From an optimization exercise on the open Yosys and OpenROAD flow, aimed at small area; shortcuts taken in it are not production practice. RTL that was checked went through simulation tests only; none was proved equivalent to the original.

==> inputs of ember <==
==> flow/design.v <==
module clockdivider(input logic clock,
                    input logic reset,
                    output logic pe);
always @(posedge clock)
	pe <= ~(pe | reset);
endmodule
module clock_divider_1Hz (input logic clock,
                          input logic reset,
                          output logic tick,
                          output logic tick2);
reg [16:0] c;
reg [6:0] k;    
assign tick = ~c[0] & c[1] & ~c[3] & c[4] & ~c[5] & c[6] & c[7] & ~c[8] & c[9] &
              c[10] & ~c[11] & ~c[12] & c[13] & ~c[14] & c[16];
assign tick2 = tick & k[6] & k[5] & k[1] & k[0];    
wire [7:0] kc;
wire [6:0] kn;
assign kc[0] = tick;
genvar i;
for (i = 0; i < 7; i = i + 1) begin : gk
	assign kn[i] = (k[i] ^ kc[i]) & ~tick2;
	assign kc[i+1] = k[i] & kc[i];
end
always @(posedge clock or posedge reset)
begin
	if (reset)
	begin
		c <= 17'h04DA4;
		k <= 7'd0;
	end
	else
	begin
		c <= {c[15:3], c[2] & ~tick, c[1:0], c[16] ^ c[2]};
		k <= kn;
	end
end
endmodule
module fsm_snes (input clk,
                 input reset,
                 input strobe,
                 input data,
                 output [11:0] cs,            
                 output blank_cs,
                 output snes_latch,
                 output snes_clk);
reg [8:0] d;
reg [5:0] hc;
reg [14:0] sr;
reg dbit;
reg blank_r;
assign cs = sr[11:0];
assign blank_cs = blank_r;
wire idle = hc[5] & hc[1];                                     
wire go = idle & strobe;
wire term = d[0] & ~d[1] & d[2] & ~d[4] & ~d[5] & ~d[7] & d[8];  
wire f = term | (idle & ~strobe);                               
assign snes_latch = ~(hc[5] | hc[4] | hc[3] | hc[2] | hc[1]);   
assign snes_clk = ~(hc[0] & ~hc[5] & (hc[4] | hc[3] | hc[2] | hc[1]));  
wire [6:0] hcc;
wire [5:0] hcn;
assign hcc[0] = term;
genvar i;
for (i = 0; i < 6; i = i + 1) begin : gh
	assign hcn[i] = hc[i] ^ hcc[i];
	assign hcc[i+1] = hc[i] & hcc[i];
end
always @(posedge clk or posedge reset)
begin
	if (reset)
	begin
		d <= 9'h001;
		hc <= 6'd34;
	end
	else
	begin
		d <= {d[7:3], d[2] & ~f, d[1], d[0] & ~f, (d[8] ^ d[3]) | f};
		hc <= {hcn[5] & ~go, hcn[4:2], hcn[1] & ~go, hcn[0]};
	end
end
wire capture = term & snes_latch & hc[0];                       
wire load = term & hc[4] & hc[3] & hc[2] & hc[1] & hc[0];       
always @(posedge clk)
	if (capture)
		dbit <= data;
always @(posedge clk or posedge reset)
begin
	if (reset)
	begin
		sr <= 15'd0;
		blank_r <= 1'b1;
	end
	else if (load)
	begin
		sr <= {dbit, sr[14:1]};
		blank_r <= 1'b0;
	end
end
endmodule
module VGA (input logic clk,
            input logic pe,
            input logic reset,
            output logic hsync,
            output logic vsync,
            output logic blank,
            output logic active_draw,
            output logic [9:0] curr_x,
            output logic [8:0] curr_y);
reg [9:0] hq;
reg [9:0] v;
assign blank = hq[9] & hq[8];
wire h_wrap = hq[9] & ~hq[8] & hq[7];              
wire v_wrap = v[9] & v[3] & v[2] & v[0];            
wire vblank = v[9] | (v[8] & v[7] & v[6] & v[5]);   
assign hsync = ~(blank & (hq[7] | (hq[6] & hq[5] & hq[4])) & ~(hq[7] & hq[6] & (hq[5] | hq[4])));
assign vsync = ~(~v[9] & v[8] & v[7] & v[6] & v[5] & ~v[4] & v[3] & ~v[2] & v[1]);  
assign active_draw = ~blank & ~vblank;
assign curr_x = hq;
assign curr_y = v[8:0];
wire hload = reset | (pe & h_wrap);                
wire vinc = pe & h_wrap;
wire vclr = reset | (pe & v_wrap);
wire [10:0] hc, vc;
wire [9:0] hn, vn;
assign hc[0] = pe;
assign vc[0] = vinc;
genvar i;
for (i = 0; i < 10; i = i + 1) begin : g
	assign hn[i] = hq[i] ^ hc[i];
	assign hc[i+1] = hq[i] & hc[i];
	assign vn[i] = (v[i] ^ vc[i]) & ~vclr;
	assign vc[i+1] = v[i] & vc[i];
end
always @(posedge clk)
begin
	hq <= {hn[9] | hload, hn[8] | hload, hn[7] & ~hload, hn[6] | hload, hn[5] | hload,
	       hn[4:0] & {5{~hload}}};
	v <= vn;
end
endmodule
module updn #(parameter W = 4) (input logic [W-1:0] q,
                                input logic en,
                                input logic up_n,
                                input logic dn_n,
                                output logic [W-1:0] n);
wire [W:0] a;
assign a[0] = en & (up_n ^ dn_n);
genvar i;
for (i = 0; i < W; i = i + 1) begin : g
	assign a[i+1] = a[i] & ~(q[i] ^ dn_n);
	assign n[i] = q[i] ^ a[i];
end
endmodule
module sub_r #(parameter W = 10) (input logic [W-1:0] a,
                                  input logic [W-1:0] b,
                                  output logic [W-1:0] d);
wire [W:0] br;
assign br[0] = 1'b0;
genvar i;
for (i = 0; i < W; i = i + 1) begin : g
	assign d[i] = a[i] ^ b[i] ^ br[i];
	assign br[i+1] = (~a[i] & b[i]) | (~(a[i] ^ b[i]) & br[i]);
end
endmodule
module add_r #(parameter W = 10) (input logic [W-1:0] a,
                                  input logic [W-1:0] b,
                                  output logic [W-1:0] s);
wire [W:0] c;
assign c[0] = 1'b0;
genvar i;
for (i = 0; i < W; i = i + 1) begin : g
	assign s[i] = a[i] ^ b[i] ^ c[i];
	assign c[i+1] = (a[i] & b[i]) | ((a[i] ^ b[i]) & c[i]);
end
endmodule
module gt_r #(parameter W = 10) (input logic [W-1:0] a,
                                 input logic [W-1:0] b,
                                 output logic gt);
wire [W:0] g;
assign g[0] = 1'b0;
genvar i;
for (i = 0; i < W; i = i + 1) begin : gg
	assign g[i+1] = (a[i] & ~b[i]) | (~(a[i] ^ b[i]) & g[i]);
end
assign gt = g[W];
endmodule
module rgb_decoder (input logic clk,
                    input logic reset,
                    input logic [11:0] cs,         
                    input logic blank_cs,
                    input logic tick,
                    input logic tick2,
                    input logic blank,
                    input logic [9:0] curr_x,
                    input logic [8:0] curr_y,
                    output logic [3:0] r_out,
                    output logic [3:0] g_out,
                    output logic [3:0] b_out);
reg [9:0] x_pos;
reg [8:0] y_pos;
reg [7:0] size;
reg [3:0] rs, gs, bs;
wire [9:0] xn;
wire [8:0] yn;
wire [7:0] sn;
wire [3:0] rn, gn, bn;
wire t1 = tick & ~blank_cs;
wire t2 = tick2 & ~blank_cs;
updn #(10) ux (.q(x_pos), .en(t1), .up_n(cs[7]), .dn_n(cs[6]), .n(xn));
updn #(9)  uy (.q(y_pos), .en(t1), .up_n(cs[5]), .dn_n(cs[4]), .n(yn));
updn #(8)  us (.q(size), .en(t2), .up_n(cs[3]), .dn_n(cs[2]), .n(sn));
updn #(4)  ur (.q(rs), .en(t2), .up_n(cs[11]), .dn_n(cs[10]), .n(rn));
updn #(4)  ug (.q(gs), .en(t2), .up_n(cs[8]), .dn_n(cs[0]), .n(gn));
updn #(4)  ub (.q(bs), .en(t2), .up_n(cs[9]), .dn_n(cs[1]), .n(bn));
wire [9:0] xl, xr;
wire [8:0] yl, yr;
sub_r #(10) sxl (.a(xn), .b({2'd0, sn}), .d(xl));
add_r #(10) sxr (.a(xn), .b({2'd0, sn}), .s(xr));
sub_r #(9)  syl (.a(yn), .b({1'd0, sn}), .d(yl));
add_r #(9)  syr (.a(yn), .b({1'd0, sn}), .s(yr));
wire c_xl, c_xr, c_yl, c_yr;
gt_r #(10) cxl (.a(curr_x), .b(xl), .gt(c_xl));
gt_r #(10) cxr (.a(xr), .b(curr_x), .gt(c_xr));
gt_r #(9)  cyl (.a(curr_y), .b(yl), .gt(c_yl));
gt_r #(9)  cyr (.a(yr), .b(curr_y), .gt(c_yr));
wire xin = ~blank & c_xl & c_xr;
wire yin = c_yl & c_yr;
always @(posedge clk or posedge reset)
begin
	if (reset)
	begin
		x_pos <= 10'd512;
		y_pos <= 9'd256;
		size <= 8'd20;
		rs <= 4'hF;
		gs <= 4'hF;
		bs <= 4'hF;
		r_out <= 4'd0;
		g_out <= 4'd0;
		b_out <= 4'd0;
	end
	else
	begin
		x_pos <= xn;
		y_pos <= yn;
		size <= sn;
		rs <= rn;
		gs <= gn;
		bs <= bn;
		if (xin)
		begin
			if (yin)
			begin
				r_out <= rn;
				g_out <= gn;
				b_out <= bn;
			end
		end
		else
		begin
			r_out <= 4'd0;
			g_out <= 4'd0;
			b_out <= 4'd0;
		end
	end
end
endmodule
module vga_generator(input logic active_draw,
                     input logic [3:0] r,
                     input logic [3:0] g,
                     input logic [3:0] b,
                     output logic [3:0] r_out,
                     output logic [3:0] g_out,
                     output logic [3:0] b_out);
assign r_out = active_draw ? r : 4'b0000;
assign g_out = active_draw ? g : 4'b0000;
assign b_out = active_draw ? b : 4'b0000;
endmodule
module top_level(input logic clk,
                 input logic strobe,
                 input logic data,
                 input logic reset,
                 output logic snes_latch,
                 output logic snes_clk,
                 output logic v_sync,
                 output logic h_sync,
                 output logic [3:0] r,
                 output logic [3:0] g,
                 output logic [3:0] b);
wire [11:0] cs;
wire blank_cs;
wire pe, active_draw, blank;
wire [9:0] curr_x;
wire [8:0] curr_y;
wire [3:0] r_reg, g_reg, b_reg;
wire tick, tick2;
fsm_snes snes_decode (
	.clk (clk),
	.reset (reset),
	.strobe (strobe),
	.data (data),
	.cs (cs),
	.blank_cs (blank_cs),
	.snes_latch (snes_latch),
	.snes_clk (snes_clk));
clockdivider my_clk_div (
	.clock (clk),
	.reset (reset),
	.pe (pe));
VGA my_VGA (
	.clk (clk),
	.pe (pe),
	.reset (reset),
	.hsync (h_sync),
	.vsync (v_sync),
	.curr_x (curr_x),
	.curr_y (curr_y),
	.blank (blank),
	.active_draw (active_draw));
clock_divider_1Hz my_ticks (
	.clock (clk),
	.reset (reset),
	.tick (tick),
	.tick2 (tick2));
rgb_decoder my_decoder (
	.clk (clk),
	.reset (reset),
	.cs (cs),
	.blank_cs (blank_cs),
	.tick (tick),
	.tick2 (tick2),
	.blank (blank),
	.curr_x (curr_x),
	.curr_y (curr_y),
	.r_out (r_reg),
	.g_out (g_reg),
	.b_out (b_reg));
vga_generator my_generator (
	.active_draw (active_draw),
	.r (r_reg),
	.g (g_reg),
	.b (b_reg),
	.r_out (r),
	.g_out (g),
	.b_out (b));
endmodule
==> flow/run.sh <==
#!/bin/bash
# synth_recipe.tcl (not shown) runs the flow's synth.tcl, then flattens the netlist and writes it again
# the make line also repeats each setting of config.mk as NAME=value (left out here)
make -C /OpenROAD-flow-scripts/flow DESIGN_CONFIG=/design/flow/config.mk WORK_HOME=/design/flow/orfs CLKGATE_MAP_FILE= SYNTH_SCRIPT=/design/flow/synth_recipe.tcl finish
==> flow/config.mk <==
export PLATFORM = sky130hd
export DESIGN_NAME = top_level
export DESIGN_NICKNAME = top_level
export VERILOG_FILES = /design/flow/design.v
export SDC_FILE = /design/flow/constraint.sdc
export NUM_CORES = 4
export LEC_CHECK = 0
export CAP_MARGIN = 20
export CORE_MARGIN = 2
export CORE_UTILIZATION = 40
export SLEW_MARGIN = 20
==> flow/constraint.sdc <==
create_clock -name core_clock -period 10.0 [get_ports {clk}]
set_input_delay 2.0000 -clock core_clock [delete_from_list [all_inputs] [get_ports {clk}]]
set_output_delay 2.0000 -clock core_clock [all_outputs]
set_load 0.01 [all_outputs]
==> inputs of juniper, as changes to ember <==
--- a/flow/design.v
+++ b/flow/design.v
@@ -20,3 +20,3 @@
 for (i = 0; i < 7; i = i + 1) begin : gk
-	assign kn[i] = (k[i] ^ kc[i]) & ~tick2;
+	assign kn[i] = (k[i] ^ kc[i]) & ~(tick2 | reset);
 	assign kc[i+1] = k[i] & kc[i];
@@ -26,12 +26,8 @@
 	if (reset)
-	begin
 		c <= 17'h04DA4;
-		k <= 7'd0;
-	end
 	else
-	begin
 		c <= {c[15:3], c[2] & ~tick, c[1:0], c[16] ^ c[2]};
-		k <= kn;
-	end
 end
+always @(posedge clock)
+	k <= kn;
 endmodule
@@ -104,3 +100,3 @@
             output logic blank,
-            output logic active_draw,
+            output logic active_next,    
             output logic [9:0] curr_x,
@@ -112,6 +108,4 @@
 wire v_wrap = v[9] & v[3] & v[2] & v[0];            
-wire vblank = v[9] | (v[8] & v[7] & v[6] & v[5]);   
 assign hsync = ~(blank & (hq[7] | (hq[6] & hq[5] & hq[4])) & ~(hq[7] & hq[6] & (hq[5] | hq[4])));
 assign vsync = ~(~v[9] & v[8] & v[7] & v[6] & v[5] & ~v[4] & v[3] & ~v[2] & v[1]);  
-assign active_draw = ~blank & ~vblank;
 assign curr_x = hq;
@@ -132,6 +126,8 @@
 end
+wire [9:0] hqn = {hn[9] | hload, hn[8] | hload, hn[7] & ~hload, hn[6] | hload, hn[5] | hload,
+                  hn[4:0] & {5{~hload}}};
+assign active_next = ~(hqn[9] & hqn[8]) & ~(vn[9] | (vn[8] & vn[7] & vn[6] & vn[5]));
 always @(posedge clk)
 begin
-	hq <= {hn[9] | hload, hn[8] | hload, hn[7] & ~hload, hn[6] | hload, hn[5] | hload,
-	       hn[4:0] & {5{~hload}}};
+	hq <= hqn;
 	v <= vn;
@@ -181,3 +177,3 @@
 for (i = 0; i < W; i = i + 1) begin : gg
-	assign g[i+1] = (a[i] & ~b[i]) | (~(a[i] ^ b[i]) & g[i]);
+	assign g[i+1] = (a[i] ^ b[i]) ? a[i] : g[i];
 end
@@ -192,2 +188,3 @@
                     input logic blank,
+                    input logic active_next,
                     input logic [9:0] curr_x,
@@ -224,4 +221,11 @@
 gt_r #(9)  cyr (.a(yr), .b(curr_y), .gt(c_yr));
-wire xin = ~blank & c_xl & c_xr;
+wire xin = ~blank & active_next & c_xl & c_xr;
 wire yin = c_yl & c_yr;
+wire [11:0] pix;
+vga_generator my_generator (
+	.x_in (xin),
+	.y_in (yin),
+	.sprite ({rn, gn, bn}),
+	.cur ({r_out, g_out, b_out}),
+	.nxt (pix));
 always @(posedge clk or posedge reset)
@@ -236,5 +240,3 @@
 		bs <= 4'hF;
-		r_out <= 4'd0;
-		g_out <= 4'd0;
-		b_out <= 4'd0;
+		{r_out, g_out, b_out} <= 12'd0;
 	end
@@ -248,17 +250,3 @@
 		bs <= bn;
-		if (xin)
-		begin
-			if (yin)
-			begin
-				r_out <= rn;
-				g_out <= gn;
-				b_out <= bn;
-			end
-		end
-		else
-		begin
-			r_out <= 4'd0;
-			g_out <= 4'd0;
-			b_out <= 4'd0;
-		end
+		{r_out, g_out, b_out} <= pix;
 	end
@@ -266,12 +254,8 @@
 endmodule
-module vga_generator(input logic active_draw,
-                     input logic [3:0] r,
-                     input logic [3:0] g,
-                     input logic [3:0] b,
-                     output logic [3:0] r_out,
-                     output logic [3:0] g_out,
-                     output logic [3:0] b_out);
-assign r_out = active_draw ? r : 4'b0000;
-assign g_out = active_draw ? g : 4'b0000;
-assign b_out = active_draw ? b : 4'b0000;
+module vga_generator(input logic x_in,
+                     input logic y_in,
+                     input logic [11:0] sprite,
+                     input logic [11:0] cur,
+                     output logic [11:0] nxt);
+assign nxt = x_in ? (y_in ? sprite : cur) : 12'd0;
 endmodule
@@ -290,6 +274,5 @@
 wire blank_cs;
-wire pe, active_draw, blank;
+wire pe, active_next, blank;
 wire [9:0] curr_x;
 wire [8:0] curr_y;
-wire [3:0] r_reg, g_reg, b_reg;
 wire tick, tick2;
@@ -317,3 +300,3 @@
 	.blank (blank),
-	.active_draw (active_draw));
+	.active_next (active_next));
 clock_divider_1Hz my_ticks (
@@ -331,12 +314,5 @@
 	.blank (blank),
+	.active_next (active_next),
 	.curr_x (curr_x),
 	.curr_y (curr_y),
-	.r_out (r_reg),
-	.g_out (g_reg),
-	.b_out (b_reg));
-vga_generator my_generator (
-	.active_draw (active_draw),
-	.r (r_reg),
-	.g (g_reg),
-	.b (b_reg),
 	.r_out (r),
==> flow/flow/run.sh (new file) <==
#!/bin/bash
# The standard layout (standard.sh) with these changes:
#  - after the standard synthesis, its combinational cells other than the full/half
#    adders are mapped again by ABC for area (flow/reabc.tcl); flip-flops and their
#    names are untouched;
#  - after the floorplan step, combinational cells get their smallest drive strength
#    (flow/downsize.tcl); placement and routing repair size up what needs it;
#  - clock tree: clkbuf_4 buffers, and no dummy loads at the tree's leaves;
#  - port buffers: the smallest buffer cell.
# Each tool's output goes to a log file of its own here.
set -euo pipefail
export CTS_ARGS="-sink_clustering_enable -repair_clock_nets -dont_use_dummy_load -buf_list sky130_fd_sc_hd__clkbuf_4"
export BUFFER_PORTS_ARGS="-buffer_cell sky130_fd_sc_hd__buf_1"
RES=orfs/results/$FLOW_PLATFORM/top_level/base
YOSYS=$(command -v yosys || echo "$FLOW_HOME/../tools/install/yosys/bin/yosys")
bash standard.sh synth > flow_make_synth.log 2>&1
cp $RES/1_2_yosys.v $RES/1_2_yosys_standard.v
LIB=$FLOW_HOME/platforms/$FLOW_PLATFORM/lib/sky130_fd_sc_hd__tt_025C_1v80.lib \
  IN=$RES/1_2_yosys_standard.v OUT=$RES/1_2_yosys.v TOP=$FLOW_TOP OUTDIR=. \
  "$YOSYS" -c flow/reabc.tcl > flow_reabc.log 2>&1
bash standard.sh do-1_synth > flow_make_synth_odb.log 2>&1
bash standard.sh floorplan > flow_make_floorplan.log 2>&1
export RES
openroad -no_init -exit flow/downsize.tcl > flow_downsize.log 2>&1
bash standard.sh finish > flow_make_finish.log 2>&1
==> flow/flow/downsize.tcl (new file) <==
# Give every combinational cell of the synthesized netlist the smallest drive strength
# of its kind; the later repair steps size up whatever then needs more drive.
read_db $::env(RES)/2_floorplan.odb
set db [ord::get_db]
set n 0
foreach inst [[ord::get_db_block] getInsts] {
  set mn [[$inst getMaster] getName]
  if {![regexp {^(sky130_fd_sc_hd__[a-z0-9]+)_([0-9]+)$} $mn -> base drv]} { continue }
  if {[regexp {df|dl|clk|tap|fill|decap|conb|diode} $base]} { continue }
  foreach d {0 1 2} {
    if {$d >= $drv} { break }
    set m [$db findMaster ${base}_$d]
    if {$m ne "NULL" && $m ne ""} {
      if {[$inst swapMaster $m]} { incr n }
      break
    }
  }
}
puts "downsized $n cells"
write_db $::env(RES)/2_floorplan.odb
==> flow/flow/reabc.tcl (new file) <==
# Area remap of the standard synthesis's combinational logic.
# The flip-flops and the full/half adder cells of the standard netlist stay as they
# are (kept as black boxes, so their instance names and types do not change); the
# other cells are read as their liberty functions and mapped again by ABC with an
# area-oriented script.
yosys -import
set lib $::env(LIB)
read_liberty -ignore_miss_func $lib
foreach m [split [exec grep -o {sky130_fd_sc_hd__[A-Za-z0-9_]*} $lib | sort -u] "\n"] {
  if {[regexp {__(df|dl|sdf|edf|fa_|ha_|conb)} $m]} { catch {setattr -mod -set blackbox 1 $m} }
}
read_verilog $::env(IN)
hierarchy -top $::env(TOP)
flatten
opt_clean
set dont_use {}
foreach m [split [exec grep -o {sky130_fd_sc_hd__[A-Za-z0-9_]*} $lib | sort -u] "\n"] {
  if {[regexp {lpflow|probe} $m]} { lappend dont_use -dont_use $m }
}
abc -script "+strash;ifraig;dc2;dch,-f;amap;topo" -liberty $lib {*}$dont_use
opt_clean -purge
hilomap -singleton -hicell sky130_fd_sc_hd__conb_1 HI -locell sky130_fd_sc_hd__conb_1 LO
splitnets
insbuf -buf sky130_fd_sc_hd__buf_1 A X
opt_clean -purge
tee -o $::env(OUTDIR)/reabc_stat.txt stat -liberty $lib
write_verilog -noattr -noexpr -nohex -nodec $::env(OUT)
==> flow/standard.sh (new file) <==
#!/bin/bash
# synth_recipe.tcl (not shown) runs the flow's synth.tcl, then flattens the netlist and writes it again
# the make line also repeats each setting of config.mk as NAME=value (left out here)
make -C /OpenROAD-flow-scripts/flow DESIGN_CONFIG=/design/flow/config.mk WORK_HOME=/design/flow/orfs CLKGATE_MAP_FILE= SYNTH_SCRIPT=/design/flow/synth_recipe.tcl "${@:-finish}"
--- a/flow/config.mk
+++ b/flow/config.mk
@@ -9,3 +9,4 @@
 export CORE_MARGIN = 2
-export CORE_UTILIZATION = 40
+export CORE_UTILIZATION = 70
+export PLACE_DENSITY = 0.8
 export SLEW_MARGIN = 20
removed: flow/run.sh
==> inputs of cedar, as changes to ember <==
--- a/flow/design.v
+++ b/flow/design.v
@@ -104,3 +104,3 @@
             output logic blank,
-            output logic active_draw,
+            output logic active_next,    
             output logic [9:0] curr_x,
@@ -112,6 +112,4 @@
 wire v_wrap = v[9] & v[3] & v[2] & v[0];            
-wire vblank = v[9] | (v[8] & v[7] & v[6] & v[5]);   
 assign hsync = ~(blank & (hq[7] | (hq[6] & hq[5] & hq[4])) & ~(hq[7] & hq[6] & (hq[5] | hq[4])));
 assign vsync = ~(~v[9] & v[8] & v[7] & v[6] & v[5] & ~v[4] & v[3] & ~v[2] & v[1]);  
-assign active_draw = ~blank & ~vblank;
 assign curr_x = hq;
@@ -132,6 +130,8 @@
 end
+wire [9:0] hqn = {hn[9] | hload, hn[8] | hload, hn[7] & ~hload, hn[6] | hload, hn[5] | hload,
+                  hn[4:0] & {5{~hload}}};
+assign active_next = ~(hqn[9] & hqn[8]) & ~(vn[9] | (vn[8] & vn[7] & vn[6] & vn[5]));
 always @(posedge clk)
 begin
-	hq <= {hn[9] | hload, hn[8] | hload, hn[7] & ~hload, hn[6] | hload, hn[5] | hload,
-	       hn[4:0] & {5{~hload}}};
+	hq <= hqn;
 	v <= vn;
@@ -192,2 +192,3 @@
                     input logic blank,
+                    input logic active_next,
                     input logic [9:0] curr_x,
@@ -224,4 +225,11 @@
 gt_r #(9)  cyr (.a(yr), .b(curr_y), .gt(c_yr));
-wire xin = ~blank & c_xl & c_xr;
+wire xin = ~blank & active_next & c_xl & c_xr;
 wire yin = c_yl & c_yr;
+wire [11:0] pix;
+vga_generator my_generator (
+	.x_in (xin),
+	.y_in (yin),
+	.sprite ({rn, gn, bn}),
+	.cur ({r_out, g_out, b_out}),
+	.nxt (pix));
 always @(posedge clk or posedge reset)
@@ -236,5 +244,3 @@
 		bs <= 4'hF;
-		r_out <= 4'd0;
-		g_out <= 4'd0;
-		b_out <= 4'd0;
+		{r_out, g_out, b_out} <= 12'd0;
 	end
@@ -248,17 +254,3 @@
 		bs <= bn;
-		if (xin)
-		begin
-			if (yin)
-			begin
-				r_out <= rn;
-				g_out <= gn;
-				b_out <= bn;
-			end
-		end
-		else
-		begin
-			r_out <= 4'd0;
-			g_out <= 4'd0;
-			b_out <= 4'd0;
-		end
+		{r_out, g_out, b_out} <= pix;
 	end
@@ -266,12 +258,8 @@
 endmodule
-module vga_generator(input logic active_draw,
-                     input logic [3:0] r,
-                     input logic [3:0] g,
-                     input logic [3:0] b,
-                     output logic [3:0] r_out,
-                     output logic [3:0] g_out,
-                     output logic [3:0] b_out);
-assign r_out = active_draw ? r : 4'b0000;
-assign g_out = active_draw ? g : 4'b0000;
-assign b_out = active_draw ? b : 4'b0000;
+module vga_generator(input logic x_in,
+                     input logic y_in,
+                     input logic [11:0] sprite,
+                     input logic [11:0] cur,
+                     output logic [11:0] nxt);
+assign nxt = x_in ? (y_in ? sprite : cur) : 12'd0;
 endmodule
@@ -290,6 +278,5 @@
 wire blank_cs;
-wire pe, active_draw, blank;
+wire pe, active_next, blank;
 wire [9:0] curr_x;
 wire [8:0] curr_y;
-wire [3:0] r_reg, g_reg, b_reg;
 wire tick, tick2;
@@ -317,3 +304,3 @@
 	.blank (blank),
-	.active_draw (active_draw));
+	.active_next (active_next));
 clock_divider_1Hz my_ticks (
@@ -331,12 +318,5 @@
 	.blank (blank),
+	.active_next (active_next),
 	.curr_x (curr_x),
 	.curr_y (curr_y),
-	.r_out (r_reg),
-	.g_out (g_reg),
-	.b_out (b_reg));
-vga_generator my_generator (
-	.active_draw (active_draw),
-	.r (r_reg),
-	.g (g_reg),
-	.b (b_reg),
 	.r_out (r),
==> flow/flow/run.sh (new file) <==
#!/bin/bash
# Standard layout (the standard.sh: standard synthesis, floorplan, placement,
# routing) with two changes passed to ORFS through its environment variables:
#  - clock tree: small clock buffers and no dummy loads at the tree's leaves;
#  - port buffers: the smallest buffer cell instead of the default choice.
set -euo pipefail
export CTS_ARGS="-sink_clustering_enable -repair_clock_nets -dont_use_dummy_load -buf_list sky130_fd_sc_hd__clkbuf_8"
export BUFFER_PORTS_ARGS="-buffer_cell sky130_fd_sc_hd__buf_1"
bash standard.sh finish > flow_make.log 2>&1
==> flow/standard.sh (new file) <==
#!/bin/bash
# synth_recipe.tcl (not shown) runs the flow's synth.tcl, then flattens the netlist and writes it again
# the make line also repeats each setting of config.mk as NAME=value (left out here)
make -C /OpenROAD-flow-scripts/flow DESIGN_CONFIG=/design/flow/config.mk WORK_HOME=/design/flow/orfs CLKGATE_MAP_FILE= SYNTH_SCRIPT=/design/flow/synth_recipe.tcl "${@:-finish}"
removed: flow/run.sh
==> results.toml <==
[outcome]
status = "complete, no violations"

[logic_synthesis]
syn_avg_cell_area_um2 = 11.52

[global_routing]
grt_pass1_vias = 4931

[setup_path]
startpoint = "my_ticks.c[10]"

[layout]
seq-cell-share_pct = 38.96
the above is filed under cedar

==> results.toml <==
[setup_path]
startpoint = "my_ticks.c[7]"

[logic_synthesis]
syn_avg_cell_area_um2 = 11.32

[layout]
seq-cell-share_pct = 37.11

[outcome]
status = "complete, no violations"

[global_routing]
grt_pass1_vias = 5083
the above is filed under ember

==> results.toml <==
[logic_synthesis]
syn_avg_cell_area_um2 = 9.805

[floorplan]
die_area_um2 = 10120

[layout]
seq-cell-share_pct = 45.29
inv_count = 124

[setup_path]
critPathMaxStageDelay_ns = 0.77
crit_end = "my_decoder.g_out[3]"

[timing]
timing.hold.ws_ns = 0.3565

[global_routing]
grt_pass1_vias = 4625

[outcome]
status = "complete, no violations"
the above is filed under juniper

No functional check of the RTL was part of ember.

-- afterwards: timing with drivers on the ports --
In the flow no input, the clock included, has a driving cell. The finished layouts below were timed again as built, in two steps. Step 1 assumes that a clkbuf_16 drives the clock port and a buf_2 every other input. Step 2 also shifts input and output timing later by t, the mid clock arrival at the registers, as if the neighbouring blocks saw the same clock. Three values: ideal ports, drivers, drivers and shift; two values: the first two.
| run | t (ns) | setup WS [ns] | latest minus earliest clock arrival (ns) | worst register clock-pin slew, ns | pins driven straight from the clock port |
|---|---|---|---|---|---|
| ember | 0.455 | 2.730 / 2.730 / 2.730 | 0.007 / 0.007 | 0.06 / 0.06 | 1 |
| juniper | 0.556 | 1.592 / 1.592 / 1.592 | 0.040 / 0.039 | 0.11 / 0.11 | 1 |
| cedar | 0.469 | 2.975 / 2.975 / 2.975 | 0.036 / 0.036 | 0.08 / 0.08 | 1 |
After both steps setup and hold are still met in every run listed.
